This is an optimization exercise on Yosys and OpenROAD, whose aim is small area, a short achievable clock period and few clock cycles per item, not a production implementation. The RTL was checked by simulation tests, not by an equivalence proof against the original design.

## flow/design.v (module list and top-level ports; edited modules follow where they fit)
// module l3_neuron: 5283 lines
// module l3_fa: 4 lines
// module l3_ha: 4 lines
// module l3_hn: 4 lines
// module l3_wmux: 981 lines
// module l3_aoi222: 3 lines
// module l3_gan: 99 lines
module l3_gan (
    input               clk,
    input               rst,
    input               start,
    input  signed [15:0] x1,
    input  signed [15:0] x2,
    input  signed [15:0] x3,
    input  signed [15:0] x4,
    input  signed [16*4*4-1:0] L1_w,
    input  signed [16*4-1:0]   L1_b,
    input  signed [16*2*4-1:0] L2_w,
    input  signed [16*2-1:0]   L2_b,
    input  signed [16*1*2-1:0] L3_w,
    input  signed [16*1-1:0]   L3_b,
    input  signed [16*1*1-1:0] L4_w,
    input  signed [16*1-1:0]   L4_b,
    input  signed [16*1*1-1:0] L5_w,
    input  signed [16*1-1:0]   L5_b,
    input  signed [16*2*1-1:0] L6_w,
    input  signed [16*2-1:0]   L6_b,
    input  signed [16*4*2-1:0] L7_w,
    input  signed [16*4-1:0]   L7_b,
    input  signed [16*4*4-1:0] L8_w,
    input  signed [16*4-1:0]   L8_b,
    output signed [15:0] out1,
    output signed [15:0] out2,
    output signed [15:0] out3,
    output signed [15:0] out4,
    output reg           done
);
  // ...
==> flow/run.sh <==
#!/bin/bash
# synth_recipe.tcl (not shown) runs the flow's synth.tcl, then flattens the netlist and writes it again
# the make line also repeats each setting of config.mk as NAME=value (left out here)
make -C /OpenROAD-flow-scripts/flow DESIGN_CONFIG=/design/flow/config.mk WORK_HOME=/design/flow/orfs CLKGATE_MAP_FILE= SYNTH_SCRIPT=/design/flow/synth_recipe.tcl finish
==> flow/config.mk <==
export PLATFORM = sky130hd
export DESIGN_NAME = l3_gan
export DESIGN_NICKNAME = l3_gan
export VERILOG_FILES = /design/flow/design.v
export SDC_FILE = /design/flow/constraint.sdc
export NUM_CORES = 4
export LEC_CHECK = 0
export CAP_MARGIN = 50
export CORE_AREA = 5 5 465 465
export DIE_AREA = 0 0 470 470
export SETUP_SLACK_MARGIN = 3.5
export SLEW_MARGIN = 50
export SYNTH_HIERARCHICAL = 1
export SYNTH_MINIMUM_KEEP_SIZE = 0
==> flow/constraint.sdc <==
create_clock -name core_clock -period 12.0 [get_ports {clk}]
set_input_delay 2.4000 -clock core_clock [delete_from_list [all_inputs] [get_ports {clk}]]
set_output_delay 2.4000 -clock core_clock [all_outputs]
set_load 0.01 [all_outputs]
==> metrics.yaml, run 1 <==
outcome:
  status: "finished clean"
global_routing:
  grt_pass1_vias: 45927
  grt_max_degree: 81
  met2_usage_pct: 39.8
  grt_overflow: 0
critical_path:
  reg2reg_depth: 28
  critPathTopFamily: "adder cells"
  crit_required_ns: 12.38
  start_kind: "flip-flop"
  path_common_cell: "fa_1"
  r2r-end: "xr[23]"
  critical_path.max_stage_delay_ns: 0.62
  path_buf_inv: 6
sta:
  tightest_slew_ns: 0.848
clock_tree:
  cts_tree: "done"
  cts_sinks: 212
  cts_made_buffers: 26
  clockBufferDepth: 3
detailed_routing:
  met1_length_um: 117000
layout:
  drive_gt1_share_pct: 12.7
  buf_share_pct: 25.5
  stdcell_count: 8373
  multi_input_area_um2: 35400
  nFlopsAndLatches: 212
  largest_class: "multi-input combinational cells"
  area.sequential_um2: 5570
place:
  place_hpwl_um: 246000
logic_synthesis:
  synth-xor-area-share_pct: 1.23
  synth-async-reset-ratio_pct: 3.30
  syn_inst: 4028
  syn_nets: 6396
min_path:
  min_to: "o1[5]"
floorplanning:
  pin_count: 1300
Testbench counts, summed over its fixed seeds: cycles 28,800, items 1,600.
==> inputs of run 2 (changes only) <==
--- a/flow/config.mk
+++ b/flow/config.mk
@@ -6,8 +6,8 @@
 export NUM_CORES = 4
 export LEC_CHECK = 0
 export CAP_MARGIN = 50
-export CORE_AREA = 5 5 465 465
-export DIE_AREA = 0 0 470 470
+export CORE_MARGIN = 2
+export CORE_UTILIZATION = 35
 export SETUP_SLACK_MARGIN = 3.5
 export SLEW_MARGIN = 50
 export SYNTH_HIERARCHICAL = 1
==> metrics.yaml, run 2 <==
floorplanning:
  fp.dieW_um: 351  # was 470 µm
  die_h_um: 351  # was 470 µm
  core.rowCount: 127  # was 168
  initial_core_util_pct: 35.2  # was 20.0%
logic_synthesis:
  synth_area_leaders: "fa_1, nand2_1, a222oi_1"  # unchanged
  synth_seq_cells: 212  # unchanged
  avgSynthCellArea_um2: 10.5  # unchanged
  yosysSeqAreaShare_pct: 12.8  # unchanged
  syn_nets: 6396  # unchanged
  synth_common_cells: "nand2_1, fa_1, a222oi_1"  # unchanged
  synthDistinctLibCells: 68  # unchanged
  yosys.area.top_type_share_pct: 47.2  # unchanged
  yosysTopAreaCell: "fa_1"  # unchanged
  synth-edff-count: 109  # unchanged
  netlist_area_um2: 42100  # unchanged
  synth-async-reset-ratio_pct: 3.30  # unchanged
  yosysWarnings: 7  # unchanged
  synthFlopType: "edfxtp_1"  # unchanged
  synth_most_common_cell: "nand2_1"  # unchanged
  syn_inst: 4028  # unchanged
outcome:
  error: "[ERROR PPL-0024] Number of IO pins (1300) exceeds maximum number of available positions (1266). Increase the die perimeter from 1403.26um to 1768.00um."
  lastStage: "3_2_place_iop"
  status: "aborted with a tool error"  # was finished clean
[run 2: cell counts after synthesis]
No cell type changed its count.
[run 2: cell families after synthesis]
group	synth area share [%]
fa+ha+maj	51.4
buf+inv	4.56
xor+xnor	1.23
compound gates	13.3
simple gates	15.5
mux	1.31
flops	12.8
[run 2: Yosys stat by module, one instance, submodules excluded]
| module | area (µm²) | copies in the design |
|---|---|---|
| l3_ha | 12.5 | 6 |
| l3_fa | 20.0 | 990 |
| l3_hn | 27.5 | 31 |
| l3_neuron | 8830 | 1 |
| l3_aoi222 | 10.0 | 368 |
| l3_wmux | 1320 | 1 |
| l3_gan | 7520 | 1 |

[static timing again, ports no longer ideal]
In the flow no input, the clock included, has a driving cell. The finished layout below was timed again as built, in two steps. Step 1 sets driving cells, clkbuf_16 on the clock port and buf_2 on the other inputs (assumed; they add their load-dependent delay and slew). Step 2, shift: input delay + t, output delay - t, t = (earliest + latest rising clock arrival at the registers) / 2. This alone moves slack from input paths to output paths. a / b / c = ideal / step 1 / step 2; a / b = the first two.
run: run 1
shift t [ns]: 0.661
slack for setup (ns): 3.538 / 3.538 / 3.538
hold WS [ns]: 0.602 / 0.602 / 0.602
After both steps setup and hold are still met in run 1. For run 1, drivers alone change the setup slack by 0.000 ns; drivers and shift together by 0.000 ns.
